Source: an optimization exercise on an open RTL-to-GDS flow (aim: small area, a short achievable clock period and few clock cycles per item). Production flows keep margins and buffers that such runs may drop. RTL that was checked went through simulation tests only; none was proved equivalent to the original. Function not checked in run 5: the RTL went through the layout flow alone. Power is estimated from default activity; no workload was simulated.

[config.mk]
export PLATFORM = sky130hd
export DESIGN_NAME = axis_matvec_mul
export DESIGN_NICKNAME = axis_matvec_mul
export VERILOG_FILES = /design/flow/design.v
export SDC_FILE = /design/flow/constraint.sdc
export NUM_CORES = 4
export LEC_CHECK = 0
export CAP_MARGIN = 20
export CORE_MARGIN = 2
export CORE_UTILIZATION = 40
export SETUP_SLACK_MARGIN = 3.2
export SLEW_MARGIN = 20
export SYNTH_HIERARCHICAL = 1
export SYNTH_MINIMUM_KEEP_SIZE = 0
[constraint.sdc]
create_clock -name core_clock -period 8.0 [get_ports {clk}]
set_input_delay 1.6000 -clock core_clock [delete_from_list [all_inputs] [get_ports {clk}]]
set_output_delay 1.6000 -clock core_clock [all_outputs]
set_load 0.01 [all_outputs]
[design.v]
module fa (input logic a, b, c, output logic s, co);
    assign {co, s} = a + b + c;
endmodule
module matvec_row (
    input  logic [23:0] k,
    input  logic [31:0] x,
    output logic [15:0] q
);
    logic s97;
    logic c97;
    logic s98;
    logic c98;
    logic s99;
    logic c99;
    logic s102;
    logic c102;
    logic s103;
    logic c103;
    logic s104;
    logic c104;
    logic s105;
    logic c105;
    logic s106;
    logic c106;
    logic s107;
    logic c107;
    logic s108;
    logic c108;
    logic s109;
    logic c109;
    logic s110;
    logic c110;
    logic s112;
    logic c112;
    logic s113;
    logic c113;
    logic s114;
    logic c114;
    logic s115;
    logic c115;
    logic s116;
    logic c116;
    logic s117;
    logic c117;
    logic s118;
    logic c118;
    logic s119;
    logic c119;
    logic s120;
    logic c120;
    logic s121;
    logic c121;
    logic s122;
    logic c122;
    logic s123;
    logic c123;
    logic s124;
    logic c124;
    logic s125;
    logic c125;
    logic s126;
    logic c126;
    logic s127;
    logic c127;
    logic s129;
    logic c129;
    logic s130;
    logic c130;
    logic s131;
    logic c131;
    logic s132;
    logic c132;
    logic s133;
    logic c133;
    logic s134;
    logic c134;
    logic s135;
    logic c135;
    logic s136;
    logic c136;
    logic s137;
    logic c137;
    logic s138;
    logic c138;
    logic s139;
    logic c139;
    logic s140;
    logic c140;
    logic s141;
    logic c141;
    logic s142;
    logic c142;
    logic s143;
    logic c143;
    logic s144;
    logic c144;
    logic s145;
    logic c145;
    logic s146;
    logic c146;
    logic s147;
    logic c147;
    logic s150;
    logic c150;
    logic s151;
    logic c151;
    logic s152;
    logic c152;
    logic s153;
    logic c153;
    logic s154;
    logic c154;
    logic s155;
    logic c155;
    logic s156;
    logic c156;
    logic s157;
    logic c157;
    logic s158;
    logic c158;
    logic s159;
    logic c159;
    logic s160;
    logic c160;
    logic s161;
    logic c161;
    logic s162;
    logic c162;
    logic s163;
    logic c163;
    logic s164;
    logic c164;
    logic s165;
    logic c165;
    logic s166;
    logic c166;
    logic s168;
    logic c168;
    logic s169;
    logic c169;
    logic s170;
    logic c170;
    logic s171;
    logic c171;
    logic s172;
    logic c172;
    logic s173;
    logic c173;
    logic s174;
    logic c174;
    logic s175;
    logic c175;
    logic s176;
    logic c176;
    logic s177;
    logic c177;
    logic s178;
    logic c178;
    logic s182;
    logic c182;
    logic s183;
    logic c183;
    logic s184;
    logic c184;
    logic s185;
    logic c185;
    logic s189;
    logic c189;
    logic l0n;
    logic l1n;
    logic l2n;
    logic l3p;
    logic l4n;
    logic l5n;
    logic l6n;
    logic l7p;
    logic l8n;
    logic l9n;
    logic l10n;
    logic l11p;
    logic l12n;
    logic l13n;
    logic l14n;
    logic l15p;
    logic l16n;
    logic l17n;
    logic l18n;
    logic l19p;
    logic l20n;
    logic l21n;
    logic l22n;
    logic l23p;
    logic l24n;
    logic l25n;
    logic l26n;
    logic l27p;
    logic l28n;
    logic l29n;
    logic l30n;
    logic l31p;
    logic l32n;
    logic l33n;
    logic l34p;
    logic l35p;
    logic l36n;
    logic l37n;
    logic l38n;
    logic l39p;
    logic l40n;
    logic l41n;
    logic l42n;
    logic l43p;
    logic l44n;
    logic l45n;
    logic l46n;
    logic l47p;
    logic l48n;
    logic l49n;
    logic l50n;
    logic l51p;
    logic l52n;
    logic l53n;
    logic l54n;
    logic l55p;
    logic l56n;
    logic l57n;
    logic l58n;
    logic l59p;
    logic l60n;
    logic l61p;
    logic l62p;
    logic l63p;
    logic l64p;
    logic l65p;
    logic l66p;
    logic l67n;
    logic l68p;
    logic l69p;
    logic l70p;
    logic l71n;
    logic l72p;
    logic l73p;
    logic l74p;
    logic l75n;
    logic l76p;
    logic l77p;
    logic l78p;
    logic l79n;
    logic l80p;
    logic l81p;
    logic l82p;
    logic l83n;
    logic l84p;
    logic l85p;
    logic l86p;
    logic l87n;
    logic l88p;
    logic l89p;
    logic l90p;
    logic l91p;
    logic l92p;
    logic l93p;
    logic l94p;
    logic l95p;
    assign l95p = (k[23] & x[31]);
    assign l94p = ~(k[23] & x[30]);
    assign l93p = ~(k[23] & x[29]);
    assign l92p = ~(k[23] & x[28]);
    assign l91p = (k[20] & x[27]);
    assign l90p = ~(k[20] & x[26]);
    assign l89p = ~(k[20] & x[25]);
    assign l88p = ~(k[20] & x[24]);
    assign l87n = ~(k[17] & x[23]);
    assign l86p = ~(k[17] & x[22]);
    assign l85p = ~(k[17] & x[21]);
    assign l84p = ~(k[17] & x[20]);
    assign l83n = ~(k[14] & x[19]);
    assign l82p = ~(k[14] & x[18]);
    assign l81p = ~(k[14] & x[17]);
    assign l80p = ~(k[14] & x[16]);
    assign l79n = ~(k[11] & x[15]);
    assign l78p = ~(k[11] & x[14]);
    assign l77p = ~(k[11] & x[13]);
    assign l76p = ~(k[11] & x[12]);
    assign l75n = ~(k[8] & x[11]);
    assign l74p = ~(k[8] & x[10]);
    assign l73p = ~(k[8] & x[9]);
    assign l72p = ~(k[8] & x[8]);
    assign l71n = ~(k[5] & x[7]);
    assign l70p = ~(k[5] & x[6]);
    assign l69p = ~(k[5] & x[5]);
    assign l68p = ~(k[5] & x[4]);
    assign l67n = ~(k[2] & x[3]);
    assign l66p = ~(k[2] & x[2]);
    assign l65p = ~(k[2] & x[1]);
    assign l64p = ~(k[2] & x[0]);
    assign l63p = ~(k[22] & x[31]);
    assign l62p = (k[22] & x[30]);
    assign l61p = (k[22] & x[29]);
    assign l60n = ~(k[22] & x[28]);
    assign l59p = ~(k[19] & x[27]);
    assign l58n = ~(k[19] & x[26]);
    assign l57n = ~(k[19] & x[25]);
    assign l56n = ~(k[19] & x[24]);
    assign l55p = ~(k[16] & x[23]);
    assign l54n = ~(k[16] & x[22]);
    assign l53n = ~(k[16] & x[21]);
    assign l52n = ~(k[16] & x[20]);
    assign l51p = ~(k[13] & x[19]);
    assign l50n = ~(k[13] & x[18]);
    assign l49n = ~(k[13] & x[17]);
    assign l48n = ~(k[13] & x[16]);
    assign l47p = ~(k[10] & x[15]);
    assign l46n = ~(k[10] & x[14]);
    assign l45n = ~(k[10] & x[13]);
    assign l44n = ~(k[10] & x[12]);
    assign l43p = ~(k[7] & x[11]);
    assign l42n = ~(k[7] & x[10]);
    assign l41n = ~(k[7] & x[9]);
    assign l40n = ~(k[7] & x[8]);
    assign l39p = ~(k[4] & x[7]);
    assign l38n = ~(k[4] & x[6]);
    assign l37n = ~(k[4] & x[5]);
    assign l36n = ~(k[4] & x[4]);
    assign l35p = ~(k[1] & x[3]);
    assign l34p = (k[1] & x[2]);
    assign l33n = ~(k[1] & x[1]);
    assign l32n = ~(k[1] & x[0]);
    assign l31p = ~(k[21] & x[31]);
    assign l30n = ~(k[21] & x[30]);
    assign l29n = ~(k[21] & x[29]);
    assign l28n = ~(k[21] & x[28]);
    assign l27p = ~(k[18] & x[27]);
    assign l26n = ~(k[18] & x[26]);
    assign l25n = ~(k[18] & x[25]);
    assign l24n = ~(k[18] & x[24]);
    assign l23p = ~(k[15] & x[23]);
    assign l22n = ~(k[15] & x[22]);
    assign l21n = ~(k[15] & x[21]);
    assign l20n = ~(k[15] & x[20]);
    assign l19p = ~(k[12] & x[19]);
    assign l18n = ~(k[12] & x[18]);
    assign l17n = ~(k[12] & x[17]);
    assign l16n = ~(k[12] & x[16]);
    assign l15p = ~(k[9] & x[15]);
    assign l14n = ~(k[9] & x[14]);
    assign l13n = ~(k[9] & x[13]);
    assign l12n = ~(k[9] & x[12]);
    assign l11p = ~(k[6] & x[11]);
    assign l10n = ~(k[6] & x[10]);
    assign l9n = ~(k[6] & x[9]);
    assign l8n = ~(k[6] & x[8]);
    assign l7p = ~(k[3] & x[7]);
    assign l6n = ~(k[3] & x[6]);
    assign l5n = ~(k[3] & x[5]);
    assign l4n = ~(k[3] & x[4]);
    assign l3p = ~(k[0] & x[3]);
    assign l2n = ~(k[0] & x[2]);
    assign l1n = ~(k[0] & x[1]);
    assign l0n = ~(k[0] & x[0]);
    fa u_fa97 (.a(l0n), .b(l4n), .c(l8n), .s(s97), .co(c97));
    fa u_fa98 (.a(l12n), .b(l16n), .c(l20n), .s(s98), .co(c98));
    fa u_fa99 (.a(l24n), .b(l28n), .c(s97), .s(s99), .co(c99));
    fa u_fa102 (.a(l1n), .b(l5n), .c(l9n), .s(s102), .co(c102));
    fa u_fa103 (.a(l13n), .b(l17n), .c(l21n), .s(s103), .co(c103));
    fa u_fa104 (.a(l25n), .b(l29n), .c(l32n), .s(s104), .co(c104));
    fa u_fa105 (.a(l36n), .b(l40n), .c(l44n), .s(s105), .co(c105));
    fa u_fa106 (.a(l48n), .b(l52n), .c(l56n), .s(s106), .co(c106));
    fa u_fa107 (.a(l60n), .b(c97), .c(c98), .s(s107), .co(c107));
    fa u_fa108 (.a(s102), .b(s103), .c(s104), .s(s108), .co(c108));
    fa u_fa109 (.a(s105), .b(s106), .c(c99), .s(s109), .co(c109));
    fa u_fa110 (.a(s107), .b(s108), .c(s109), .s(s110), .co(c110));
    fa u_fa112 (.a(l2n), .b(l6n), .c(l10n), .s(s112), .co(c112));
    fa u_fa113 (.a(l14n), .b(l18n), .c(l22n), .s(s113), .co(c113));
    fa u_fa114 (.a(l26n), .b(l30n), .c(l33n), .s(s114), .co(c114));
    fa u_fa115 (.a(l37n), .b(l41n), .c(l45n), .s(s115), .co(c115));
    fa u_fa116 (.a(l49n), .b(l53n), .c(l57n), .s(s116), .co(c116));
    fa u_fa117 (.a(l61p), .b(l64p), .c(l68p), .s(s117), .co(c117));
    fa u_fa118 (.a(l72p), .b(l76p), .c(l80p), .s(s118), .co(c118));
    fa u_fa119 (.a(l84p), .b(l88p), .c(l92p), .s(s119), .co(c119));
    fa u_fa120 (.a(c102), .b(c103), .c(c104), .s(s120), .co(c120));
    fa u_fa121 (.a(c105), .b(c106), .c(s112), .s(s121), .co(c121));
    fa u_fa122 (.a(s113), .b(s114), .c(s115), .s(s122), .co(c122));
    fa u_fa123 (.a(~s116), .b(s117), .c(s118), .s(s123), .co(c123));
    fa u_fa124 (.a(s119), .b(~c107), .c(~c108), .s(s124), .co(c124));
    fa u_fa125 (.a(s120), .b(s121), .c(s122), .s(s125), .co(c125));
    fa u_fa126 (.a(s123), .b(~c109), .c(s124), .s(s126), .co(c126));
    fa u_fa127 (.a(~s125), .b(~c110), .c(s126), .s(s127), .co(c127));
    fa u_fa129 (.a(l3p), .b(l7p), .c(l11p), .s(s129), .co(c129));
    fa u_fa130 (.a(l15p), .b(l19p), .c(l23p), .s(s130), .co(c130));
    fa u_fa131 (.a(l27p), .b(l31p), .c(l34p), .s(s131), .co(c131));
    fa u_fa132 (.a(l38n), .b(l42n), .c(l46n), .s(s132), .co(c132));
    fa u_fa133 (.a(l50n), .b(l54n), .c(l58n), .s(s133), .co(c133));
    fa u_fa134 (.a(l62p), .b(l65p), .c(l69p), .s(s134), .co(c134));
    fa u_fa135 (.a(l73p), .b(l77p), .c(l81p), .s(s135), .co(c135));
    fa u_fa136 (.a(l85p), .b(l89p), .c(l93p), .s(s136), .co(c136));
    fa u_fa137 (.a(c112), .b(c113), .c(c114), .s(s137), .co(c137));
    fa u_fa138 (.a(~c115), .b(~c116), .c(c117), .s(s138), .co(c138));
    fa u_fa139 (.a(c118), .b(c119), .c(s129), .s(s139), .co(c139));
    fa u_fa140 (.a(s130), .b(s131), .c(~s132), .s(s140), .co(c140));
    fa u_fa141 (.a(~s133), .b(s134), .c(s135), .s(s141), .co(c141));
    fa u_fa142 (.a(s136), .b(~c120), .c(~c121), .s(s142), .co(c142));
    fa u_fa143 (.a(~c122), .b(c123), .c(~s137), .s(s143), .co(c143));
    fa u_fa144 (.a(s138), .b(s139), .c(s140), .s(s144), .co(c144));
    fa u_fa145 (.a(s141), .b(c124), .c(~c125), .s(s145), .co(c145));
    fa u_fa146 (.a(s142), .b(s143), .c(s144), .s(s146), .co(c146));
    fa u_fa147 (.a(c126), .b(s145), .c(s146), .s(s147), .co(c147));
    fa u_fa150 (.a(l35p), .b(l39p), .c(l43p), .s(s150), .co(c150));
    fa u_fa151 (.a(l47p), .b(l51p), .c(l55p), .s(s151), .co(c151));
    fa u_fa152 (.a(l59p), .b(l63p), .c(l66p), .s(s152), .co(c152));
    fa u_fa153 (.a(l70p), .b(l74p), .c(l78p), .s(s153), .co(c153));
    fa u_fa154 (.a(l82p), .b(l86p), .c(l90p), .s(s154), .co(c154));
    fa u_fa155 (.a(l94p), .b(c129), .c(c130), .s(s155), .co(c155));
    fa u_fa156 (.a(c131), .b(~c132), .c(~c133), .s(s156), .co(c156));
    fa u_fa157 (.a(c134), .b(c135), .c(c136), .s(s157), .co(c157));
    fa u_fa158 (.a(s150), .b(s151), .c(s152), .s(s158), .co(c158));
    fa u_fa159 (.a(s153), .b(s154), .c(~c137), .s(s159), .co(c159));
    fa u_fa160 (.a(c138), .b(c139), .c(c140), .s(s160), .co(c160));
    fa u_fa161 (.a(c141), .b(s155), .c(s156), .s(s161), .co(c161));
    fa u_fa162 (.a(s157), .b(s158), .c(c142), .s(s162), .co(c162));
    fa u_fa163 (.a(c143), .b(s159), .c(c144), .s(s163), .co(c163));
    fa u_fa164 (.a(s160), .b(s161), .c(c145), .s(s164), .co(c164));
    fa u_fa165 (.a(s162), .b(c146), .c(s163), .s(s165), .co(c165));
    fa u_fa166 (.a(s164), .b(c147), .c(s165), .s(s166), .co(c166));
    fa u_fa168 (.a(l67n), .b(l71n), .c(l75n), .s(s168), .co(c168));
    fa u_fa169 (.a(l79n), .b(l83n), .c(l87n), .s(s169), .co(c169));
    fa u_fa170 (.a(l91p), .b(l95p), .c(c150), .s(s170), .co(c170));
    fa u_fa171 (.a(c151), .b(c152), .c(c153), .s(s171), .co(c171));
    fa u_fa172 (.a(c154), .b(~s168), .c(~s169), .s(s172), .co(c172));
    fa u_fa173 (.a(c155), .b(c156), .c(c157), .s(s173), .co(c173));
    fa u_fa174 (.a(c158), .b(s170), .c(s171), .s(s174), .co(c174));
    fa u_fa175 (.a(s172), .b(c159), .c(c160), .s(s175), .co(c175));
    fa u_fa176 (.a(c161), .b(s173), .c(s174), .s(s176), .co(c176));
    fa u_fa177 (.a(c162), .b(c163), .c(s175), .s(s177), .co(c177));
    fa u_fa178 (.a(s176), .b(c164), .c(s177), .s(s178), .co(c178));
    fa u_fa182 (.a(~c168), .b(~c169), .c(c170), .s(s182), .co(c182));
    fa u_fa183 (.a(c171), .b(c172), .c(c173), .s(s183), .co(c183));
    fa u_fa184 (.a(c174), .b(s182), .c(c175), .s(s184), .co(c184));
    fa u_fa185 (.a(s183), .b(c176), .c(c177), .s(s185), .co(c185));
    fa u_fa189 (.a(c182), .b(c183), .c(c184), .s(s189), .co(c189));
    assign q = {c189, s189, c185, s185, c178, s184, c166, s178, c165, s166, s147, c127, s127, s110, s99, s98};
endmodule
module matvec_row_sum (
    input  logic [15:0] q,
    output logic [9:0]  y
);
    logic s193;
    logic c193;
    logic s194;
    logic c194;
    logic s195;
    logic c195;
    logic s196;
    logic c196;
    fa u_fa193 (.a(q[7]), .b(q[8]), .c(q[9]), .s(s193), .co(c193));
    fa u_fa194 (.a(q[10]), .b(q[11]), .c(q[12]), .s(s194), .co(c194));
    assign s195 = ~(c193 ^ s194);
    assign c195 = c193 | s194;
    fa u_fa196 (.a(q[13]), .b(q[14]), .c(c194), .s(s196), .co(c196));
    logic [9:0] ya, yb;
    assign ya = {1'b1, q[15], c195, s195, 1'b1, q[6], q[4], q[3], ~q[2], ~q[0]};
    assign yb = {1'b0, c196, s196, 1'b0, s193, 1'b0, q[5], 1'b0, 1'b0, ~q[1]};
    assign y = ya + yb;
endmodule
module matvec_mul #(
    parameter R=8, C=8, W_X=4, W_K=3,
    localparam NQ = 16
  )(
    input  logic [R*C*W_K-1:0] k,
    input  logic [C*W_X-1:0]   x,
    output logic [R*NQ-1:0]    q
  );
  genvar r;
  for (r = 0; r < R; r = r + 1) begin : g_row
    matvec_row u_row (.k(k[r*C*W_K +: C*W_K]), .x(x), .q(q[r*NQ +: NQ]));
  end
endmodule
module matvec_sum #(
    parameter R=8, C=8, W_X=4, W_K=3,
    localparam W_Y = W_X + W_K + $clog2(C),
    localparam NQ = 16
  )(
    input  logic [R*NQ-1:0]    q,
    output logic [R*W_Y-1:0]   y
  );
  genvar r;
  for (r = 0; r < R; r = r + 1) begin : g_row
    matvec_row_sum u_row (.q(q[r*NQ +: NQ]), .y(y[r*W_Y +: W_Y]));
  end
endmodule
module axis_matvec_mul #(
    parameter R=8, C=8, W_X=4, W_K=3,
    localparam W_Y = W_X + W_K + $clog2(C),
    localparam NQ = 16
)(
    input  logic clk, rstn,
    output logic s_axis_kx_tready,
    input  logic s_axis_kx_tvalid,
    input  logic [R*C*W_K + C*W_X -1:0] s_axis_kx_tdata,
    input  logic m_axis_y_tready,
    output logic m_axis_y_tvalid,
    output logic [R*W_Y-1:0] m_axis_y_tdata
);
    logic [R*NQ-1:0] q_d, q;
    matvec_mul #(
        .R(R), .C(C), .W_X(W_X), .W_K(W_K)
    ) MATVEC (
        .k(s_axis_kx_tdata[R*C*W_K-1:0]),
        .x(s_axis_kx_tdata[R*C*W_K +: C*W_X]),
        .q(q_d)
    );
    assign s_axis_kx_tready = !m_axis_y_tvalid || m_axis_y_tready;
    always_ff @(posedge clk or negedge rstn) begin
        if (!rstn)
            m_axis_y_tvalid <= 1'b0;
        else if (s_axis_kx_tready)
            m_axis_y_tvalid <= s_axis_kx_tvalid;
    end
    always_ff @(posedge clk) begin
        if (s_axis_kx_tready)
            q <= q_d;
    end
    matvec_sum #(
        .R(R), .C(C), .W_X(W_X), .W_K(W_K)
    ) SUM (
        .q(q),
        .y(m_axis_y_tdata)
    );
endmodule
[flow/run.sh]
#!/bin/bash
# The standard layout, with these changes:
# - each port's buffer is a sky130_fd_sc_hd__buf_1 (the standard flow picks a
#   larger delay buffer), except that after global placement the buffers of
#   the X ports (s_axis_kx_tdata[223:192], 24 loads each) become
#   $X_PORT_BUFFER (flow/post_gpl.tcl);
# - timing repair is limited to resizing and pin swaps;
# - after the standard synthesis, the largest buffers are kept out of the
#   resizer's reach, and clock tree synthesis uses sky130_fd_sc_hd__clkbuf_8.
# Each step's full output is in orfs/logs; make's own output is in synth.log
# and make.log.
set -euo pipefail
export BUFFER_PORTS_ARGS="-buffer_cell sky130_fd_sc_hd__buf_1"
export SETUP_MOVE_SEQUENCE="unbuffer,sizeup,swap"
export SKIP_GATE_CLONING=1
bash standard.sh synth > synth.log 2>&1
export DONT_USE_CELLS="sky130_fd_sc_hd__clkbuf_16 sky130_fd_sc_hd__buf_12 sky130_fd_sc_hd__buf_16 sky130_fd_sc_hd__bufinv_16"
export CTS_BUF_LIST="sky130_fd_sc_hd__clkbuf_8"
export POST_GLOBAL_PLACE_TCL="$PWD/flow/post_gpl.tcl"
export X_PORT_BUFFER="${X_PORT_BUFFER:-sky130_fd_sc_hd__buf_8}"
bash standard.sh finish > make.log 2>&1
[flow/post_gpl.tcl]
set cell sky130_fd_sc_hd__buf_8
if { [info exists ::env(X_PORT_BUFFER)] } { set cell $::env(X_PORT_BUFFER) }
set block [ord::get_db_block]
set n 0
foreach bterm [$block getBTerms] {
  if { [regexp {^s_axis_kx_tdata\[(\d+)\]$} [$bterm getName] -> idx] && $idx >= 192 } {
    set net [$bterm getNet]
    foreach iterm [$net getITerms] {
      set inst [$iterm getInst]
      if { [string match "*buf*" [[$inst getMaster] getName]] } {
        replace_cell [$inst getName] $cell
        incr n
      }
    }
  }
}
puts "post_gpl: resized $n X port buffers to $cell"
[standard.sh]
#!/bin/bash
# synth_recipe.tcl (not shown) runs the flow's synth.tcl, then flattens the netlist and writes it again
# the make line also repeats each setting of config.mk as NAME=value (left out here)
make -C /OpenROAD-flow-scripts/flow DESIGN_CONFIG=/design/flow/config.mk WORK_HOME=/design/flow/orfs CLKGATE_MAP_FILE= SYNTH_SCRIPT=/design/flow/synth_recipe.tcl "${@:-finish}"
==> qor.yml, run 1 <==
synth_top_area_share_pct: 55.9
post_synth_inst_count: 2147
cts_root_buffer: "sky130_fd_sc_hd__clkbuf_8"
critPathSlowestCell: "sky130_fd_sc_hd__fa_1"
path_common_cell: "sky130_fd_sc_hd__fa_1"
reg2reg_slack_ns: 5.34
timing_max_transition_violations_final: 0
timing.final.crit_period_ns: 4.69
die-width_um: 248
fp.dieH_um: 248
synth-warning-count: 7
worstPathArrival_ns: 5.03
report.final.hold_viol_count: 0
fillers: 5620
cts-root-to-sink-buffers: 2
most_common_cell_after_layout_fill_and_taps_aside: "sky130_fd_sc_hd__nand2_1"
first_pass_iters: 5
area.growth.synth_to_final_pct: 9.52
pwr_density_cell_nw_per_um2: 352
floorplan.core_area_sq_um: 58900
drt-vias-per-instance: 5.42
cp-end-kind: "register"
critPathBufInv: 2
netlist-cell-type-count: 21
worst_slew_pin_slew_ns: 0.832
hold_path_class: "primary input to asynchronous set/reset pin"
die_area_sq_um: 61500
outcome: "complete, no violations"
groute.usage.overall_pct: 27.1
layout_worst_path_cycle_share_pct: 58.6
synth_fp_nets: 3087
cts.sinks: 129
avgRoutedWirePerCell_um: 25.1
crit_family: "adder cells"
initial_utilization_pct: 40.4
setup-violations-final: 0
finClkSkew_ns: 0.0163
final-seq-area_sq_um: 3870
worst_ep_required_time_ns: 8.34
detailedPlacementHpwl_um: 60000
grt_antenna_before_repair: 21
grt.overflow.total: 0
vias_in_the_first_global_route: 19304
synth_seq_area_share_pct: 16.3
setup.worst_path.class: "primary input to register"
vdd_drop_max_mv: 0.633
rsz0062_at_grt: "no"
headroom_to_the_max_slew_limit_pct: 44.6
worstSkewPairLatency_ns: 0.58
initialDrtViolationCount: 1581
fraction_of_final_layout_cells_sized_beyond_drive_strength_1_pct: 7.00
finalWorstSetupSlack_ns: 3.31
summed_area_of_non_filler_cells_in_the_final_layout_sq_um: 26100
synth.largest_area_cell: "sky130_fd_sc_hd__fa_1"
drt.antenna.violating_nets: 0
final.setup.tns_ns: 0
post_synth_main_area_contributors: "sky130_fd_sc_hd__fa_1 (56%), sky130_fd_sc_hd__edfxtp_1 (16%), sky130_fd_sc_hd__nand2_1 (12%)"
timing.critical_path.slowest_cell_delay_ns: 0.61
syn-cell-area_sq_um: 23800
worst_setup_path_start_kind: "primary input"
clk_pin_slew_worst_paths_ns: 0.10
multi_input_gate_area_in_the_final_layout_sq_um: 18300
cp_cell_sequence: "buf_8 > buf_6 > nand2_1 > fa_1 > fa_1 > fa_1 > fa_1 > fa_1 > fa_1"
layout_common_cells: "sky130_fd_sc_hd__nand2_1 (736), sky130_fd_sc_hd__fa_1 (608), sky130_fd_sc_hd__buf_1 (276)"
grt_first_pass_wirelength_um: 118000
io_pins: 310
rows: 89
fin_util_pct: 44.2
finalPower_uw: 9170
cts_buf_count: 17
cts-hold-fix-buffers: 0
cts_htree_levels: 4
power_leakage_uw: 0.0104
num-nets-final: 3298
dpl_worst_slack_ns: 2.62
drt_drc_violations_left: 0
vias: 17099
tritoncts: "done"
max_cap_violations: 0
syn_avg_cell_area_sq_um: 11.1
ys_seq_elements: 129
grt_max_degree: 54
cts.repair_timing.setup_buffer_count: 0
drt-total-wl_um: 79200
crit_path_max_fanout: 24
port-buffer-count: 309
place_area_sq_um: 25500
max_clock_freq_mhz: 213
cells in the mapped netlist:
| cell | count |
|---|---|
| sky130_fd_sc_hd__nand2_1 | 736 |
| sky130_fd_sc_hd__a21oi_1 | 16 |
| sky130_fd_sc_hd__nand3_1 | 8 |
| sky130_fd_sc_hd__xnor2_1 | 32 |
| sky130_fd_sc_hd__and4b_1 | 8 |
| sky130_fd_sc_hd__nor2_1 | 32 |
| sky130_fd_sc_hd__and3_2 | 8 |
| sky130_fd_sc_hd__dfrtp_1 | 1 |
| sky130_fd_sc_hd__xor2_1 | 24 |
| sky130_fd_sc_hd__nand2b_4 | 1 |
| sky130_fd_sc_hd__o21ai_0 | 8 |
| sky130_fd_sc_hd__buf_4 | 128 |
| sky130_fd_sc_hd__edfxtp_1 | 128 |
| sky130_fd_sc_hd__nand2b_2 | 1 |
| sky130_fd_sc_hd__o21ai_2 | 16 |
| sky130_fd_sc_hd__fa_1 | 664 |
| sky130_fd_sc_hd__ha_1 | 48 |
| sky130_fd_sc_hd__inv_1 | 232 |
| sky130_fd_sc_hd__and2_1 | 40 |
| sky130_fd_sc_hd__a21oi_2 | 8 |
| sky130_fd_sc_hd__nor2b_1 | 8 |
flip-flops by register name, summed over array words and instances, names as in the netlist:
signal and flops:
m_axis_y_tvalid 1, q 128
layout make-up:
type                       count  area share (%)
antenna                       14           0.134
sequential                   129            14.8
inverter                     232            3.34
clock buffer                  17           0.898
timing repair buffer         320            6.23
clock inverter                14           0.821
multi-input combinational   1658            70.0
tap                          773            3.71
cell families (layout without fill, tap and decap cells):
family | Yosys count | count (layout) | share of synthesized area (%)
simple gates | 842 | 842 | 14.2
fa+ha+maj | 712 | 712 | 58.4
buf+inv | 360 | 583 | 7.70
flops | 129 | 129 | 16.3
xor+xnor | 56 | 56 | 2.06
compound gates | 48 | 48 | 1.39
other cells | 0 | 14 | 0
final timing paths:
path                                           start         endpoint  cells past startpoint
worst max-delay path            s_axis_kx_tdata[223]            q[54]                      9
worst min-delay path                            rstn  m_axis_y_tvalid                      1
worst max register to register       m_axis_y_tvalid            q[26]                      3
worst min register to register       m_axis_y_tvalid             q[6]                      1
max in group asynchronous                       rstn  m_axis_y_tvalid                      1
min in group core_clock              m_axis_y_tvalid             q[6]                      1
modules after synthesis (local to each module, per instance), a selection:
module | cells | times used
fa | 1 | 664
axis_matvec_mul | 131 | 1
matvec_row | 134 | 8
matvec_row_sum | 35 | 8
where the power goes:
group	total, uW	switching [uW]	internal, uW	leakage (uW)
sequential	1630	177	1450	0.00130
combinational	6850	3940	2910	0.00891
clock	698	331	367	0.000209
total	9170	4440	4730	0.0104
per-layer routing:
layer / GRT usage (%) / wire length (um) / vias to the layer above
li1: - / - / 6799
met5: 0 / 150 / -
met3: 8.23 / 9580 / 235
met1: 34.3 / 28400 / 8907
met4: 10.8 / 2920 / 22
met2: 43.8 / 38200 / 1136
worst reg2reg max path, delay by kind of cell (launching register included):
family	cells	cell delay [ns]
buffers and inverters	2	1.48
flip-flops	1	0.41
AND/OR/NAND/NOR	1	0.34
per-stage QoR:
stage               hold WS, ns  instances
floorplan                  1.30       2147
global placement          0.897       3112
detailed placement        0.919       3112
CTS                       0.708       3143
global route              0.736       3151
finish                    0.756       3157
repair_timing:
action                                 CTS  global route
setup endpoints to repair                1            17
gates resized for setup                  1             8
endpoints found under the hold margin    0             0
gates cloned                             0             0
pin swaps                                0             1
Testbench counts, summed over its fixed seeds: cycles 520, items 512.
==> run 2, diff against run 1 <==
--- a/flow/run.sh
+++ b/flow/run.sh
@@ -6,7 +6,8 @@
 #   $X_PORT_BUFFER (flow/post_gpl.tcl);
 # - timing repair is limited to resizing and pin swaps;
 # - after the standard synthesis, the largest buffers are kept out of the
-#   resizer's reach, and clock tree synthesis uses sky130_fd_sc_hd__clkbuf_8.
+#   resizer's reach, and clock tree synthesis uses sky130_fd_sc_hd__clkbuf_8
+#   and inserts no dummy loads.
 # Each step's full output is in orfs/logs; make's own output is in synth.log
 # and make.log.
 set -euo pipefail
@@ -15,7 +16,7 @@
 export SKIP_GATE_CLONING=1
 bash standard.sh synth > synth.log 2>&1
 export DONT_USE_CELLS="sky130_fd_sc_hd__clkbuf_16 sky130_fd_sc_hd__buf_12 sky130_fd_sc_hd__buf_16 sky130_fd_sc_hd__bufinv_16"
-export CTS_BUF_LIST="sky130_fd_sc_hd__clkbuf_8"
+export CTS_ARGS="-sink_clustering_enable -repair_clock_nets -buf_list sky130_fd_sc_hd__clkbuf_8 -dont_use_dummy_load"
 export POST_GLOBAL_PLACE_TCL="$PWD/flow/post_gpl.tcl"
 export X_PORT_BUFFER="${X_PORT_BUFFER:-sky130_fd_sc_hd__buf_8}"
 bash standard.sh finish > make.log 2>&1
==> run 2 against run 1 <==
  * First-iteration DRC count is 0.95% higher
  * Critical path depth stayed put
  * Global-route usage is 0.060 points lower
  * Die area stayed put
  * Area after synthesis stayed put
  * Sequential power hardly changed
  * Core utilization is 0.36 points lower
  * Synthesized cell count stayed put
  * Total power is 2.6% lower
  * Cell count is 0.41% lower
  * Clock power is 33% lower
  * Critical endpoint is now q[86]
  * Largest power group unchanged
==> qor.yml, run 2 <==
synth_enable_flop_cells: 128
max_cap_violations: 0
cts_root_buffer: "sky130_fd_sc_hd__clkbuf_8"
detailedPlacementHpwl_um: 60000
largest_registers: "q: 128 flops, m_axis_y_tvalid: 1 flops"
synth_simple_gate_area_share_pct: 14.2
number_of_flip_flops_in_the_largest_register: 128
num-nets-final: 3298
grt_first_pass_wirelength_um: 118000
tritoncts: "done"
final.setup.tns_ns: 0
synth.largest_area_cell: "sky130_fd_sc_hd__fa_1"
worstSkewPairLatency_ns: 0.57
setup-violations-final: 0
outcome: "complete, no violations"
proportion_of_register_bits_with_asynchronous_set_or_reset_after_synthesis_pct: 0.775
rsz0062_at_grt: "no"
drt-total-wl_um: 79100
headroom_to_the_max_slew_limit_pct: 46.9
vias: 16965
grt_antenna_before_repair: 22
synth_compound_area_share_pct: 1.39
setup.worst_path.class: "primary input to register"
layout_worst_path_cycle_share_pct: 58.7
port-buffer-count: 309
synth_top_area_share_pct: 55.9
cts_buf_count: 17
grt_max_degree: 54
worstPathArrival_ns: 5.01
yosys.area_share.adder_pct: 58.4
hold_path_class: "primary input to asynchronous set/reset pin"
area.growth.synth_to_final_pct: 8.63
ys_seq_elements: 129
largest_register: "q"
io_pins: 310
vdd_drop_max_mv: 0.642
syn_avg_cell_area_sq_um: 11.1
floorplan.core_area_sq_um: 58900
post_synth_xor_area_fraction_pct: 2.06
layout_common_cells: "sky130_fd_sc_hd__nand2_1 (736), sky130_fd_sc_hd__fa_1 (608), sky130_fd_sc_hd__buf_1 (277)"
synth.cells.most_frequent: "sky130_fd_sc_hd__nand2_1 (736), sky130_fd_sc_hd__fa_1 (664), sky130_fd_sc_hd__inv_1 (232)"
timing.critical_path.slowest_cell_delay_ns: 0.51
timing_max_transition_violations_final: 0
finClkSkew_ns: 0.0271
pwr_density_cell_nw_per_um2: 346
report.final.hold_viol_count: 0
synth_top_family_by_area: "adder cells"
syn-cell-area_sq_um: 23800
vias_in_the_first_global_route: 19286
drt_drc_violations_left: 0
worst_ep_required_time_ns: 8.31
timing.final.crit_period_ns: 4.70
initial_utilization_pct: 40.4
fin_util_pct: 43.9
cts_htree_levels: 4
synth-warning-count: 7
grt.overflow.total: 0
drt-vias-per-instance: 5.40
crit_path_max_fanout: 15
avgRoutedWirePerCell_um: 25.1
post_synth_main_area_contributors: "sky130_fd_sc_hd__fa_1 (56%), sky130_fd_sc_hd__edfxtp_1 (16%), sky130_fd_sc_hd__nand2_1 (12%)"
cts-root-to-sink-buffers: 2
cp_cell_sequence: "buf_8 > buf_4 > nand2_1 > fa_1 > fa_1 > fa_1 > fa_1 > fa_1 > fa_1"
max_clock_freq_mhz: 213
cts.sinks: 129
summed_area_of_non_filler_cells_in_the_final_layout_sq_um: 25900
worst_slew_pin_slew_ns: 0.796
initialDrtViolationCount: 1596
die-width_um: 248
die_area_sq_um: 61500
fraction_of_final_layout_cells_sized_beyond_drive_strength_1_pct: 6.49
synth_fp_nets: 3087
cp-end-kind: "register"
final_cells: 3144
first_pass_iters: 5
place_area_sq_um: 25500
dp.cells: 3112
path_common_cell: "sky130_fd_sc_hd__fa_1"
most_common_cell_after_layout_fill_and_taps_aside: "sky130_fd_sc_hd__nand2_1"
power_leakage_uw: 0.0103
critPathSlowestCell: "sky130_fd_sc_hd__fa_1"
rows: 89
yosys-mux-area-fraction_pct: 0
synth_seq_area_share_pct: 16.3
post_synth_inst_count: 2147
main_flop_type_after_synthesis: "sky130_fd_sc_hd__edfxtp_1"
worst_setup_path_start_kind: "primary input"
netlist-cell-type-count: 21
groute.usage.overall_pct: 27.1
fp.dieH_um: 248
drt.antenna.violating_nets: 0
most_used_standard_cell_by_instance_count_after_synthesis: "sky130_fd_sc_hd__nand2_1"
clk_pin_slew_worst_paths_ns: 0.08
[run 2: worst paths after layout]
path                                       from              end  slack (ns)  cells past startpoint
min in group core_clock         m_axis_y_tvalid             q[6]        0.92                      1
min                                        rstn  m_axis_y_tvalid        0.77                      1
max                        s_axis_kx_tdata[220]            q[86]        3.30                      9
max in group asynchronous                  rstn  m_axis_y_tvalid        7.14                      1
min reg2reg                     m_axis_y_tvalid             q[6]        0.92                      1
max reg2reg                     m_axis_y_tvalid            q[26]        5.34                      3
[run 2: layer usage]
layer	up-vias	share of wire, %	global-route usage (%)
met5	-	0.18	0
met4	22	3.4	11.2
met3	211	12	8.40
met2	1076	48	43.3
met1	8869	36	34.3
li1	6787	-	-
[run 2: worst max-delay path: cells and delay by family]
kind          cells  cell delay [ns]
fa+ha+maj         6             2.75
buf+inv           2             0.51
simple gates      1             0.12
[run 2: cells by family (layout without fill, tap and decap cells)]
group | Yosys count | after routing
fa+ha+maj | 712 | 712
compound gates | 48 | 48
flops | 129 | 129
simple gates | 842 | 842
xor+xnor | 56 | 56
buf+inv | 360 | 569
other cells | 0 | 15
[run 2: through the flow]
stage	power, uW	worst slack, ns	hold slack [ns]
6_report	8930	3.30	0.767
3_3_place_gp	8340	2.22	0.897
4_1_cts	9120	3.24	0.708
2_1_floorplan	7920	3.20	1.30
5_1_grt	10000	3.21	0.738
3_5_place_dp	8600	2.62	0.919
[run 2: cell type report]
cell class | count | area [sq um]
inverters | 232 | 871
multi-input cells | 1658 | 18300
clock buffers | 17 | 234
flip-flops and latches | 129 | 3870
repair buffers | 320 | 1620
well taps | 773 | 967
fillers | 5633 | 33100
diodes | 15 | 37.5
[run 2: where the power goes]
| group | internal, uW | switching, uW |
|---|---|---|
| Clock | 186 | 279 |
| Sequential | 1450 | 176 |
| Combinational | 2900 | 3940 |
| Total | 4540 | 4390 |
[run 2: modules after synthesis, one instance, submodules excluded, a selection]
module,flops+latches,copies in the design
fa,0,664
matvec_row,0,8
axis_matvec_mul,129,1
matvec_row_sum,0,8
[run 2: timing repair]
action,CTS,global route
hold endpoints to repair,0,0
pin swaps,0,1
setup endpoints to repair,1,17
gates cloned,0,0
hold buffers,0,0
resized for setup,1,7
buffers inserted,0,0
==> run 3, diff against run 2 <==
--- a/config.mk
+++ b/config.mk
@@ -8,7 +8,7 @@
 export CAP_MARGIN = 20
 export CORE_MARGIN = 2
 export CORE_UTILIZATION = 40
-export SETUP_SLACK_MARGIN = 3.2
+export SETUP_SLACK_MARGIN = 2.8
 export SLEW_MARGIN = 20
 export SYNTH_HIERARCHICAL = 1
 export SYNTH_MINIMUM_KEEP_SIZE = 0
==> run 3 against run 2 <==
  * Still clean on timing, DRC and antenna
  * Fmax shrank 2.6%
  * Routed wire length about the same
  * Sequential power is essentially flat
  * Hold slack better by 0.028 ns
  * Combinational power shrank 1%
  * Clock skew down 0.011 ns
  * Final area shrank 0.62%
  * Global-route usage fell by 0.052 points
  * Area after synthesis is the same
  * Clock-buffer cell count stayed put
==> qor.yml, run 3 <==
cts.repair_timing.setup_buffer_count: 0
outcome: "complete, no violations"
synth_seq_area_share_pct: 16.3
vdd_drop_max_mv: 0.725
post_synth_xor_area_fraction_pct: 2.06
tritoncts: "done"
cp-end-kind: "register"
power.share.combinational_pct: 76.3
die-width_um: 248
avgRoutedWirePerCell_um: 25.2
timing_max_transition_violations_final: 0
rows: 89
post_synth_main_area_contributors: "sky130_fd_sc_hd__fa_1 (56%), sky130_fd_sc_hd__edfxtp_1 (16%), sky130_fd_sc_hd__nand2_1 (12%)"
synth_enable_flop_cells: 128
floorplan.core_area_sq_um: 58900
fraction_of_final_layout_cells_sized_beyond_drive_strength_1_pct: 4.07
fp.dieH_um: 248
cts_buf_count: 17
cts_root_buffer: "sky130_fd_sc_hd__clkbuf_8"
first_pass_iters: 7
timing.final.crit_period_ns: 4.82
switching_power_uw: 4360
area.growth.synth_to_final_pct: 7.95
port-buffer-count: 309
io_pins: 310
final.setup.tns_ns: 0
hold_path_class: "primary input to asynchronous set/reset pin"
post_synth_inst_count: 2147
cts-root-to-sink-buffers: 2
critPathSlowestCell: "sky130_fd_sc_hd__fa_1"
rsz0062_at_grt: "no"
largest_register: "q"
critPathBufInv: 2
most_common_cell_after_layout_fill_and_taps_aside: "sky130_fd_sc_hd__nand2_1"
initial_utilization_pct: 40.4
crit_path_max_fanout: 16
synth-warning-count: 7
pwr_density_cell_nw_per_um2: 344
grt_antenna_before_repair: 21
synth.cells.most_frequent: "sky130_fd_sc_hd__nand2_1 (736), sky130_fd_sc_hd__fa_1 (664), sky130_fd_sc_hd__inv_1 (232)"
max_clock_freq_mhz: 207
netlist-cell-type-count: 21
cts-hold-fix-buffers: 0
fin_util_pct: 43.6
num-nets-final: 3300
synth_simple_gate_area_share_pct: 14.2
drt-total-wl_um: 79100
number_of_flip_flops_in_the_largest_register: 128
synth_top_area_share_pct: 55.9
synth_fp_nets: 3087
yosys-mux-area-fraction_pct: 0
initialDrtViolationCount: 1701
worst_slew_pin_slew_ns: 0.805
clock_power_share_pct: 5.1
cts.sinks: 129
cp_cell_sequence: "buf_8 > buf_4 > nand2_1 > fa_1 > fa_1 > fa_1 > fa_1 > fa_1 > fa_1"
layout_worst_path_cycle_share_pct: 60.3
ys_seq_elements: 129
largest_registers: "q: 128 flops, m_axis_y_tvalid: 1 flops"
syn-cell-area_sq_um: 23800
drt_drc_violations_left: 0
finalHoldWorstSlack_ns: 0.795
layout_common_cells: "sky130_fd_sc_hd__nand2_1 (736), sky130_fd_sc_hd__fa_1 (664), sky130_fd_sc_hd__buf_1 (277)"
max_cap_violations: 0
report.final.hold_viol_count: 0
setup.worst_path.class: "primary input to register"
grt.overflow.total: 0
power.switching_fraction_pct: 49.2
vias: 17194
setup-violations-final: 0
power_leakage_uw: 0.0104
crit_family: "adder cells"
cts_htree_levels: 4
cell_internal_pwr_uw: 4490
synth.largest_area_cell: "sky130_fd_sc_hd__fa_1"
die_area_sq_um: 61500
most_used_standard_cell_by_instance_count_after_synthesis: "sky130_fd_sc_hd__nand2_1"
post_cts_resized: 0
groute.usage.overall_pct: 27.0
proportion_of_register_bits_with_asynchronous_set_or_reset_after_synthesis_pct: 0.775
headroom_to_the_max_slew_limit_pct: 46.3
grt_max_degree: 53
timing.critical_path.slowest_cell_delay_ns: 0.60
worst_setup_path_start_kind: "primary input"
synth_compound_area_share_pct: 1.39
drt-vias-per-instance: 5.47
finClkSkew_ns: 0.0158
worstSkewPairLatency_ns: 0.57
path_common_cell: "sky130_fd_sc_hd__fa_1"
vias_in_the_first_global_route: 19343
synth_top_family_by_area: "adder cells"
drt.antenna.violating_nets: 0
clk_pin_slew_worst_paths_ns: 0.08
main_flop_type_after_synthesis: "sky130_fd_sc_hd__edfxtp_1"
worst_ep_required_time_ns: 8.31
sequentialPowerShare_pct: 18.5
detailedPlacementHpwl_um: 60600
grt_first_pass_wirelength_um: 118000
syn_avg_cell_area_sq_um: 11.1
yosys.area_share.adder_pct: 58.4
worstPathArrival_ns: 5.13
run 3: cell counts after synthesis:
Identical to the previous run, type by type.
run 3: cells by family after synthesis:
| logic type | after synthesis |
|---|---|
| AND/OR/NAND/NOR | 842 |
| adder cells (fa/ha/maj) | 712 |
| buffers and inverters | 360 |
| flip-flops | 129 |
| XOR/XNOR | 56 |
| AO/OA/AOI/OAI | 48 |
run 3: worst register-to-register path, delay by kind of cell (launching register included):
kind	cells	cell delay [ns]
buffers and inverters	2	1.37
flip-flops	1	0.40
AND/OR/NAND/NOR	1	0.37
run 3: modules after synthesis, one instance, submodules excluded, a selection:
| module | area, sq um | cells | copies in the design | flip-flops and latches |
|---|---|---|---|---|
| fa | 20.0 | 1 | 664 | 0 |
| matvec_row | 576 | 134 | 8 | 0 |
| matvec_row_sum | 251 | 35 | 8 | 0 |
| axis_matvec_mul | 3890 | 131 | 1 | 129 |
run 3: final timing paths:
check / startpoint / to / slack (ns) / cells past startpoint
setup reg to reg: m_axis_y_tvalid / q[40] / 5.40 / 3
hold / removal: rstn / m_axis_y_tvalid / 0.79 / 1
max in group asynchronous: rstn / m_axis_y_tvalid / 7.11 / 1
min in group core_clock: m_axis_y_tvalid / q[3] / 0.93 / 1
hold reg to reg: m_axis_y_tvalid / q[3] / 0.93 / 1
setup / recovery: s_axis_kx_tdata[211] / q[38] / 3.18 / 9
run 3: routing by layer:
metal / vias to the layer above / part of all wire, % / wire length (um) / global-route usage (%)
met3: 247 / 12 / 9290 / 8.62
met4: 20 / 3.8 / 2990 / 11.1
li1: 6790 / - / - / -
met2: 1176 / 47 / 37600 / 43.0
met1: 8961 / 37 / 29200 / 34.3
met5: - / 0.15 / 119 / 0
run 3: layout make-up:
| type | count | area [sq um] |
|---|---|---|
| multi-input cells | 1658 | 18100 |
| flip-flops and latches | 129 | 3870 |
| clock buffers | 17 | 234 |
| inverters | 232 | 871 |
| diodes | 14 | 35.0 |
| repair buffers | 322 | 1620 |
| fillers | 5615 | 33200 |
| well taps | 773 | 967 |
run 3: power by group through the flow:
| stage | Sequential (uW) | Clock (uW) | Combinational, uW |
|---|---|---|---|
| 2_1_floorplan | 1610 | 0 | 6250 |
| 3_3_place_gp | 1650 | 0 | 6600 |
| 3_5_place_dp | 1660 | 0 | 6860 |
| 4_1_cts | 1650 | 481 | 6870 |
| 5_1_grt | 1680 | 498 | 7700 |
| 6_report | 1640 | 456 | 6760 |
run 3: metrics by stage:
stage | setup slack (ns) | power [uW] | area [sq um] | std cells
4_1_cts | 3.23 | 9000 | 25700 | 3131
3_5_place_dp | 2.63 | 8510 | 25400 | 3114
6_report | 3.18 | 8850 | 25700 | 3145
5_1_grt | 3.12 | 9870 | 25700 | 3136
3_3_place_gp | 2.25 | 8250 | 25100 | 3114
2_1_floorplan | 3.12 | 7860 | 23800 | 2147
==> run 4, diff against run 3 <==
--- a/config.mk
+++ b/config.mk
@@ -8,7 +8,7 @@
 export CAP_MARGIN = 20
 export CORE_MARGIN = 2
 export CORE_UTILIZATION = 40
-export SETUP_SLACK_MARGIN = 2.8
+export SETUP_SLACK_MARGIN = 3.0
 export SLEW_MARGIN = 20
 export SYNTH_HIERARCHICAL = 1
 export SYNTH_MINIMUM_KEEP_SIZE = 0
==> run 4 against run 3 <==
  * Combinational power about the same
  * Still clean
  * Total power unchanged
  * Sequential power about the same
  * Clock power hardly changed
  * Clock skew stayed put
  * Register-to-register slack hardly changed
  * Core utilization did not move
==> qor.yml, run 4 <==
drt.antenna.violating_nets: 0
report.final.hold_viol_count: 0
die_area_sq_um: 61500
reg2reg_depth: 3
final.setup.tns_ns: 0
floorplan.core_area_sq_um: 58900
setup.worst_path.class: "primary input to register"
power_leakage_uw: 0.0104
avgRoutedWirePerCell_um: 25.2
drt-vias-per-instance: 5.47
post_synth_inst_count: 2147
most_common_cell_after_layout_fill_and_taps_aside: "sky130_fd_sc_hd__nand2_1"
drt_drc_violations_left: 0
cts.repair_timing.setup_buffer_count: 0
vias: 17194
worst_setup_path_start_kind: "primary input"
cp-end-kind: "register"
port-buffer-count: 309
first_pass_iters: 7
clk_pin_slew_worst_paths_ns: 0.08
num-nets-final: 3300
fin_util_pct: 43.6
fraction_of_final_layout_cells_sized_beyond_drive_strength_1_pct: 4.07
synth_seq_area_share_pct: 16.3
drt-total-wl_um: 79100
synth.largest_area_cell: "sky130_fd_sc_hd__fa_1"
ys_seq_elements: 129
worstPathArrival_ns: 5.13
top_usage_layer: "met2"
initial_utilization_pct: 40.4
main_flop_type_after_synthesis: "sky130_fd_sc_hd__edfxtp_1"
final-seq-area_sq_um: 3870
timing.final.crit_period_ns: 4.82
worstSkewPairLatency_ns: 0.57
outcome: "complete, no violations"
vdd_drop_max_mv: 0.725
grt_use_met3_pct: 8.62
max_clock_freq_mhz: 207
syn-cell-area_sq_um: 23800
gr-usage-met1_pct: 34.3
cts_htree_levels: 4
fraction_of_met2_tracks_used_by_global_routing_pct: 43.0
die-width_um: 248
synth_enable_flop_cells: 128
detailedPlacementHpwl_um: 60600
syn_avg_cell_area_sq_um: 11.1
layout_common_cells: "sky130_fd_sc_hd__nand2_1 (736), sky130_fd_sc_hd__fa_1 (664), sky130_fd_sc_hd__buf_1 (277)"
r2r-end: "q[40]"
grt_max_degree: 53
headroom_to_the_max_slew_limit_pct: 46.3
cts.sinks: 129
grt_antenna_before_repair: 21
fillers: 5615
finalHoldWorstSlack_ns: 0.795
vias_in_the_first_global_route: 19343
cts-hold-fix-buffers: 0
crit_path_max_fanout: 16
number_of_flip_flops_in_the_largest_register: 128
synth_fp_nets: 3087
hold_path_class: "primary input to asynchronous set/reset pin"
proportion_of_register_bits_with_asynchronous_set_or_reset_after_synthesis_pct: 0.775
fp.dieH_um: 248
cts-root-to-sink-buffers: 2
timing_max_transition_violations_final: 0
cts_root_buffer: "sky130_fd_sc_hd__clkbuf_8"
most_used_standard_cell_by_instance_count_after_synthesis: "sky130_fd_sc_hd__nand2_1"
rsz0062_at_grt: "no"
initialDrtViolationCount: 1701
netlist-cell-type-count: 21
tritoncts: "done"
post_synth_main_area_contributors: "sky130_fd_sc_hd__fa_1 (56%), sky130_fd_sc_hd__edfxtp_1 (16%), sky130_fd_sc_hd__nand2_1 (12%)"
synth.cells.most_frequent: "sky130_fd_sc_hd__nand2_1 (736), sky130_fd_sc_hd__fa_1 (664), sky130_fd_sc_hd__inv_1 (232)"
cts_buf_count: 17
max_cap_violations: 0
groute.usage.overall_pct: 27.0
io_pins: 310
post_cts_resized: 0
setup-violations-final: 0
area.growth.synth_to_final_pct: 7.95
rows: 89
crit-reg2reg-launch: "m_axis_y_tvalid"
finClkSkew_ns: 0.0158
grt.overflow.total: 0
grt_first_pass_wirelength_um: 118000
synth-warning-count: 7
synth_top_area_share_pct: 55.9
timing.critical_path.from: "s_axis_kx_tdata[211]"
worst_ep_required_time_ns: 8.31
worst_slew_pin_slew_ns: 0.805
multi_input_gate_area_in_the_final_layout_sq_um: 18100
largest_register: "q"
pwr_density_cell_nw_per_um2: 344
reg2reg_slack_ns: 5.40
layout_worst_path_cycle_share_pct: 60.3
largest_registers: "q: 128 flops, m_axis_y_tvalid: 1 flops"
finalPower_uw: 8850
-- run 4: modules after synthesis, one instance, submodules excluded, excerpt --
module           times used  cell area [sq um]  flops+latches
axis_matvec_mul           1               3890            129
matvec_row_sum            8                251              0
fa                      664               20.0              0
matvec_row                8                576              0
-- run 4: how the worst max path moves through the flow --
stage / endpoint / slack, ns / cells past startpoint
after floorplan: q[102] / 3.12 / 8
after detailed placement: q[38] / 2.63 / 9
after global routing: m_axis_y_tdata[18] / 3.12 / 8
after CTS: m_axis_y_tdata[18] / 3.23 / 8
after global placement: q[86] / 2.25 / 9
final: q[38] / 3.18 / 9
-- run 4: through the flow --
step           instance area [sq um]  setup WS, ns  std cells
5_1_grt                        25700          3.12       3136
3_3_place_gp                   25100          2.25       3114
3_5_place_dp                   25400          2.63       3114
4_1_cts                        25700          3.23       3131
2_1_floorplan                  23800          3.12       2147
6_report                       25700          3.18       3145
-- run 4: cell families after synthesis --
logic type	Yosys count	synth area share, %
AOI/OAI and AO/OA	48	1.39
xor gates and xnor gates	56	2.06
adders and majority gates	712	58.4
buffers and inverters	360	7.70
and+or+nand+nor	842	14.2
DFF	129	16.3
-- run 4: metal layers --
| layer | vias up | routed length [um] |
|---|---|---|
| met5 | - | 119 |
| met2 | 1176 | 37600 |
| met1 | 8961 | 29200 |
| li1 | 6790 | - |
| met4 | 20 | 2990 |
| met3 | 247 | 9290 |
-- run 4: area by class of cell --
class / count / area share [%]
clock buffer: 17 / 0.911
tap: 773 / 3.76
inverter: 232 / 3.39
multi-input combinational: 1658 / 70.4
sequential: 129 / 15.1
antenna: 14 / 0.136
timing repair buffer: 322 / 6.30
-- run 4: critical path, cell delays in order --
cell and delay [ns]:
sky130_fd_sc_hd__buf_8 0.22, sky130_fd_sc_hd__buf_4 0.29, sky130_fd_sc_hd__nand2_1 0.11, sky130_fd_sc_hd__fa_1 0.51, sky130_fd_sc_hd__fa_1 0.60, sky130_fd_sc_hd__fa_1 0.44
sky130_fd_sc_hd__fa_1 0.40, sky130_fd_sc_hd__fa_1 0.53, sky130_fd_sc_hd__fa_1 0.42
-- run 4: power by group --
part           internal (uW)  switching [uW]  leakage (uW)
sequential              1450             185       0.00130
combinational           2850            3900       0.00894
clock                    186             270      0.000122
total                   4490            4360        0.0104
==> run 5, diff against run 4 <==
--- a/design.v
+++ b/design.v
@@ -4,7 +4,7 @@
 module matvec_row (
     input  logic [23:0] k,
     input  logic [31:0] x,
-    output logic [15:0] q
+    output logic [13:0] q
 );
     logic s97;
     logic c97;
@@ -156,6 +156,10 @@
     logic c177;
     logic s178;
     logic c178;
+    logic s179;
+    logic c179;
+    logic s181;
+    logic c181;
     logic s182;
     logic c182;
     logic s183;
@@ -164,8 +168,8 @@
     logic c184;
     logic s185;
     logic c185;
-    logic s189;
-    logic c189;
+    logic s188;
+    logic c188;
     logic l0n;
     logic l1n;
     logic l2n;
@@ -433,38 +437,34 @@
     fa u_fa176 (.a(c161), .b(s173), .c(s174), .s(s176), .co(c176));
     fa u_fa177 (.a(c162), .b(c163), .c(s175), .s(s177), .co(c177));
     fa u_fa178 (.a(s176), .b(c164), .c(s177), .s(s178), .co(c178));
-    fa u_fa182 (.a(~c168), .b(~c169), .c(c170), .s(s182), .co(c182));
-    fa u_fa183 (.a(c171), .b(c172), .c(c173), .s(s183), .co(c183));
-    fa u_fa184 (.a(c174), .b(s182), .c(c175), .s(s184), .co(c184));
-    fa u_fa185 (.a(s183), .b(c176), .c(c177), .s(s185), .co(c185));
-    fa u_fa189 (.a(c182), .b(c183), .c(c184), .s(s189), .co(c189));
-    assign q = {c189, s189, c185, s185, c178, s184, c166, s178, c165, s166, s147, c127, s127, s110, s99, s98};
+    fa u_fa179 (.a(c165), .b(s178), .c(c166), .s(s179), .co(c179));
+    fa u_fa181 (.a(~c168), .b(~c169), .c(c170), .s(s181), .co(c181));
+    fa u_fa182 (.a(c171), .b(c172), .c(c173), .s(s182), .co(c182));
+    fa u_fa183 (.a(c174), .b(s181), .c(c175), .s(s183), .co(c183));
+    fa u_fa184 (.a(s182), .b(c176), .c(c177), .s(s184), .co(c184));
+    fa u_fa185 (.a(s183), .b(c178), .c(s184), .s(s185), .co(c185));
+    fa u_fa188 (.a(c181), .b(c182), .c(c183), .s(s188), .co(c188));
+    assign q = {c188, c185, s188, c184, s185, c179, s179, s166, s147, c127, s127, s110, s99, s98};
 endmodule
 module matvec_row_sum (
-    input  logic [15:0] q,
+    input  logic [13:0] q,
     output logic [9:0]  y
 );
     logic s193;
     logic c193;
     logic s194;
     logic c194;
-    logic s195;
-    logic c195;
-    logic s196;
-    logic c196;
-    fa u_fa193 (.a(q[7]), .b(q[8]), .c(q[9]), .s(s193), .co(c193));
+    assign s193 = ~(q[8] ^ q[9]);
+    assign c193 = q[8] | q[9];
     fa u_fa194 (.a(q[10]), .b(q[11]), .c(q[12]), .s(s194), .co(c194));
-    assign s195 = ~(c193 ^ s194);
-    assign c195 = c193 | s194;
-    fa u_fa196 (.a(q[13]), .b(q[14]), .c(c194), .s(s196), .co(c196));
     logic [9:0] ya, yb;
-    assign ya = {1'b1, q[15], c195, s195, 1'b1, q[6], q[4], q[3], ~q[2], ~q[0]};
-    assign yb = {1'b0, c196, s196, 1'b0, s193, 1'b0, q[5], 1'b0, 1'b0, ~q[1]};
+    assign ya = {1'b1, q[13], c193, s193, q[7], q[6], q[4], q[3], ~q[2], ~q[0]};
+    assign yb = {1'b0, c194, s194, 1'b0, 1'b1, 1'b0, q[5], 1'b0, 1'b0, ~q[1]};
     assign y = ya + yb;
 endmodule
 module matvec_mul #(
     parameter R=8, C=8, W_X=4, W_K=3,
-    localparam NQ = 16
+    localparam NQ = 14
   )(
     input  logic [R*C*W_K-1:0] k,
     input  logic [C*W_X-1:0]   x,
@@ -478,7 +478,7 @@
 module matvec_sum #(
     parameter R=8, C=8, W_X=4, W_K=3,
     localparam W_Y = W_X + W_K + $clog2(C),
-    localparam NQ = 16
+    localparam NQ = 14
   )(
     input  logic [R*NQ-1:0]    q,
     output logic [R*W_Y-1:0]   y
@@ -491,7 +491,7 @@
 module axis_matvec_mul #(
     parameter R=8, C=8, W_X=4, W_K=3,
     localparam W_Y = W_X + W_K + $clog2(C),
-    localparam NQ = 16
+    localparam NQ = 14
 )(
     input  logic clk, rstn,
     output logic s_axis_kx_tready,
==> flow/run.sh (replaced) <==
#!/bin/bash
# The standard layout, with each port's buffer a sky130_fd_sc_hd__buf_1
# (the standard flow picks a larger delay buffer), and timing repair limited
# to resizing and pin swaps.  Each step's full output is in orfs/logs;
# make's own output is in make.log.
set -euo pipefail
export BUFFER_PORTS_ARGS="-buffer_cell sky130_fd_sc_hd__buf_1"
export SETUP_MOVE_SEQUENCE="unbuffer,sizeup,swap"
export SKIP_GATE_CLONING=1
bash standard.sh finish > make.log 2>&1
--- a/config.mk
+++ b/config.mk
@@ -8,7 +8,7 @@
 export CAP_MARGIN = 20
 export CORE_MARGIN = 2
 export CORE_UTILIZATION = 40
-export SETUP_SLACK_MARGIN = 3.0
+export SETUP_SLACK_MARGIN = 3
 export SLEW_MARGIN = 20
 export SYNTH_HIERARCHICAL = 1
 export SYNTH_MINIMUM_KEEP_SIZE = 0
removed: flow/post_gpl.tcl
==> run 5 against run 4 <==
  * Sequential share of layout area decreased by 2.2 points
  * Flip-flop and latch count decreased by 16
  * Critical path depth increased by 1
  * Die area decreased by 2.5%
  * Via count decreased by 1.1%
  * Combinational power decreased by 5.9%
  * Global-route usage increased by 1.2 points
  * Largest cell class unchanged
==> qor.yml, run 5 <==
number_of_flip_flops_in_the_largest_register: 112
final.setup.tns_ns: 0
finalHoldWorstSlack_ns: 0.872
syn-cell-area_sq_um: 23200
crit_path_max_fanout: 24
hold_path_class: "primary input to asynchronous set/reset pin"
grt_first_pass_wirelength_um: 120000
syn_avg_cell_area_sq_um: 11.0
synth_top_area_share_pct: 57.3
drt.antenna.violating_nets: 0
post_synth_inst_count: 2115
vdd_drop_max_mv: 0.358
most_used_standard_cell_by_instance_count_after_synthesis: "sky130_fd_sc_hd__nand2_1"
setup-violations-final: 0
drt_drc_violations_left: 0
cts.repair_timing.setup_buffer_count: 0
die-width_um: 245
place.gp.congestion: 0.924
fillers: 5366
detailedPlacementHpwl_um: 59800
clk_pin_slew_worst_paths_ns: 0.06
initial_utilization_pct: 40.4
worstSkewPairLatency_ns: 0.49
timing_max_transition_violations_final: 0
synth.cells.most_frequent: "sky130_fd_sc_hd__nand2_1 (736), sky130_fd_sc_hd__fa_1 (664), sky130_fd_sc_hd__inv_1 (232)"
cts_root_buffer: "sky130_fd_sc_hd__clkbuf_16"
gr-usage-met1_pct: 34.7
max_cap_violations: 0
worst_setup_path_start_kind: "primary input"
synth.largest_area_cell: "sky130_fd_sc_hd__fa_1"
timing.critical_path.slowest_cell_delay_ns: 0.56
cts-hold-fix-buffers: 0
worst_slew_pin_slew_ns: 0.684
pwr_density_cell_nw_per_um2: 333
synth_enable_flop_cells: 112
fraction_of_final_layout_cells_sized_beyond_drive_strength_1_pct: 10.9
power_leakage_uw: 0.0105
reg2reg_slack_ns: 5.96
num-nets-final: 3283
finClkSkew_ns: 0.00944
cp_cell_sequence: "clkbuf_16 > nand2_1 > fa_1 > inv_1 > fa_2 > fa_2 > fa_1 > fa_1 > fa_2 > fa_1"
port-buffer-count: 309
synth-warning-count: 7
proportion_of_register_bits_with_asynchronous_set_or_reset_after_synthesis_pct: 0.885
critPathBufInv: 2
first_pass_iters: 6
die_area_sq_um: 59900
max_clock_freq_mhz: 199
fraction_of_met2_tracks_used_by_global_routing_pct: 44.9
post_synth_xor_area_fraction_pct: 2.11
vias: 17000
avgRoutedWirePerCell_um: 25.8
outcome: "complete, no violations"
cts-root-to-sink-buffers: 2
timing.final.crit_period_ns: 5.03
worstPathArrival_ns: 5.26
groute.usage.overall_pct: 28.3
report.final.hold_viol_count: 0
post_synth_main_area_contributors: "sky130_fd_sc_hd__fa_1 (57%), sky130_fd_sc_hd__edfxtp_1 (14%), sky130_fd_sc_hd__nand2_1 (12%)"
crit_family: "adder cells"
largest_register: "q"
main_flop_type_after_synthesis: "sky130_fd_sc_hd__edfxtp_1"
fp.dieH_um: 245
cts.sinks: 113
cp-end-kind: "register"
synth_seq_area_share_pct: 14.6
io_pins: 310
largest_registers: "q: 112 flops, m_axis_y_tvalid: 1 flops"
vias_in_the_first_global_route: 19364
tritoncts: "done"
rsz0062_at_grt: "yes"
synth_simple_gate_area_share_pct: 14.6
cts_buf_count: 17
yosys-mux-area-fraction_pct: 0
rows: 88
area.growth.synth_to_final_pct: 13.2
grt_antenna_before_repair: 29
drt-total-wl_um: 80700
yosys.area_share.adder_pct: 59.9
cts_htree_levels: 4
setup.worst_path.class: "primary input to register"
floorplan.core_area_sq_um: 57500
layout_common_cells: "sky130_fd_sc_hd__nand2_1 (711), sky130_fd_sc_hd__fa_1 (563), sky130_fd_sc_hd__buf_1 (254)"
critPathSlowestCell: "sky130_fd_sc_hd__fa_2"
netlist-cell-type-count: 21
top_usage_layer: "met2"
headroom_to_the_max_slew_limit_pct: 54.4
path_common_cell: "sky130_fd_sc_hd__fa_1"
initialDrtViolationCount: 1733
layout_worst_path_cycle_share_pct: 62.8
synth_compound_area_share_pct: 1.42
drt-vias-per-instance: 5.43
grt_use_met3_pct: 9.52
synth_fp_nets: 3055
ys_seq_elements: 113
grt_max_degree: 40
synth_top_family_by_area: "adder cells"
grt.overflow.total: 0
most_common_cell_after_layout_fill_and_taps_aside: "sky130_fd_sc_hd__nand2_1"
worst_ep_required_time_ns: 8.23
## run 5: cell types whose count changed after synthesis
cell and delta:
sky130_fd_sc_hd__edfxtp_1 -16, sky130_fd_sc_hd__buf_4 -16
## run 5: final timing paths
check,start,to,cells after the start
worst min-delay path,rstn,m_axis_y_tvalid,1
worst max register to register,m_axis_y_tvalid,q[6],3
max in group asynchronous,rstn,m_axis_y_tvalid,1
worst min register to register,m_axis_y_tvalid,q[57],2
min in group core_clock,m_axis_y_tvalid,q[57],2
worst max-delay path,s_axis_kx_tdata[198],q[63],10
## run 5: through the flow
| step | total power, uW | utilization, % | instances | worst slack, ns | cell area [sq um] |
|---|---|---|---|---|---|
| 6_report | 8730 | 45.7 | 3133 | 2.97 | 26300 |
| 5_1_grt | 9760 | 45.6 | 3126 | 2.93 | 26200 |
| 4_1_cts | 8860 | 45.3 | 3120 | 2.99 | 26100 |
| 3_5_place_dp | 7960 | 43.2 | 3089 | 1.80 | 24800 |
| 3_3_place_gp | 7820 | 43.2 | 3089 | 1.82 | 24800 |
| 2_1_floorplan | 7910 | - | 2115 | 2.81 | 23400 |
## run 5: modules after synthesis, one instance, submodules excluded, a selection
module	flip-flops and latches	area [sq um]	cells inside	copies in the design
axis_matvec_mul	113	3410	115	1
fa	0	20.0	1	664
matvec_row_sum	0	251	35	8
matvec_row	0	561	132	8
## run 5: power by group
part | total, uW | internal [uW] | leakage, uW | switching (uW)
logic | 6360 | 2830 | 0.00910 | 3530
clock network | 827 | 514 | 0.000280 | 313
registers | 1550 | 1400 | 0.00114 | 149
total | 8730 | 4750 | 0.0105 | 3990
## run 5: repair_timing
action	4_1_cts	5_1_grt
endpoints found under the setup margin	48	23
resized for setup	112	74
pin swaps	10	23
## run 5: area by class of cell
type / instances / area, sq um / share of cell area, %
Multi-Input combinational cell: 1658 / 18400 / 70.2
Sequential cell: 113 / 3390 / 12.9
Timing Repair Buffer: 321 / 1980 / 7.54
Tap cell: 765 / 957 / 3.65
Inverter: 232 / 871 / 3.32
Clock buffer: 20 / 437 / 1.66
Clock inverter: 11 / 164 / 0.624
Antenna cell: 13 / 32.5 / 0.124
## run 5: logic make-up after synthesis
kind of cell,count (synthesis)
adder cells (fa/ha/maj),712
AND/OR/NAND/NOR,842
buffers and inverters,344
flip-flops,113
AO/OA/AOI/OAI,48
XOR/XNOR,56
## run 5: metal layers
layer	wire [um]	vias up
met5	212	-
met4	4140	34
met3	9380	326
met2	38000	1120
met1	29000	8773
li1	-	6747

==> port drivers added, routing unchanged <==
How much do the figures lean on ideal ports? The routed layouts below were timed once more, with nothing changed but the port constraints. Step 1 assumes that a clkbuf_16 drives the clock port and a buf_2 every other input. Step 2, shift: input delay + t, output delay - t, t = (earliest + latest rising clock arrival at the registers) / 2. This alone moves slack from input paths to output paths. Slacks: ideal / step 1 / step 2; pairs: ideal / step 1.
| run | t, ns | setup slack, ns | worst hold slack (ns) | latest minus earliest clock arrival (ns) | pins driven straight from the clock port |
|---|---|---|---|---|---|
| run 1 | 0.637 | 3.310 / 3.286 / 2.680 | 0.756 / 0.723 / 0.913 | 0.024 / 0.023 | 1 |
| run 2 | 0.621 | 3.303 / 3.287 / 2.682 | 0.767 / 0.734 / 0.918 | 0.030 / 0.031 | 1 |
| run 3 | 0.611 | 3.177 / 3.181 / 2.570 | 0.795 / 0.764 / 0.933 | 0.022 / 0.021 | 1 |
| run 4 | 0.611 | 3.177 / 3.181 / 2.570 | 0.795 / 0.764 / 0.933 | 0.022 / 0.021 | 1 |
| run 5 | 0.538 | 2.974 / 2.960 / 2.421 | 0.872 / 0.845 / 1.035 | 0.015 / 0.015 | 1 |
After both steps setup and hold are still met in every run listed. For run 1, which loses most, drivers alone change the setup slack by -0.024 ns; drivers and shift together by -0.630 ns.
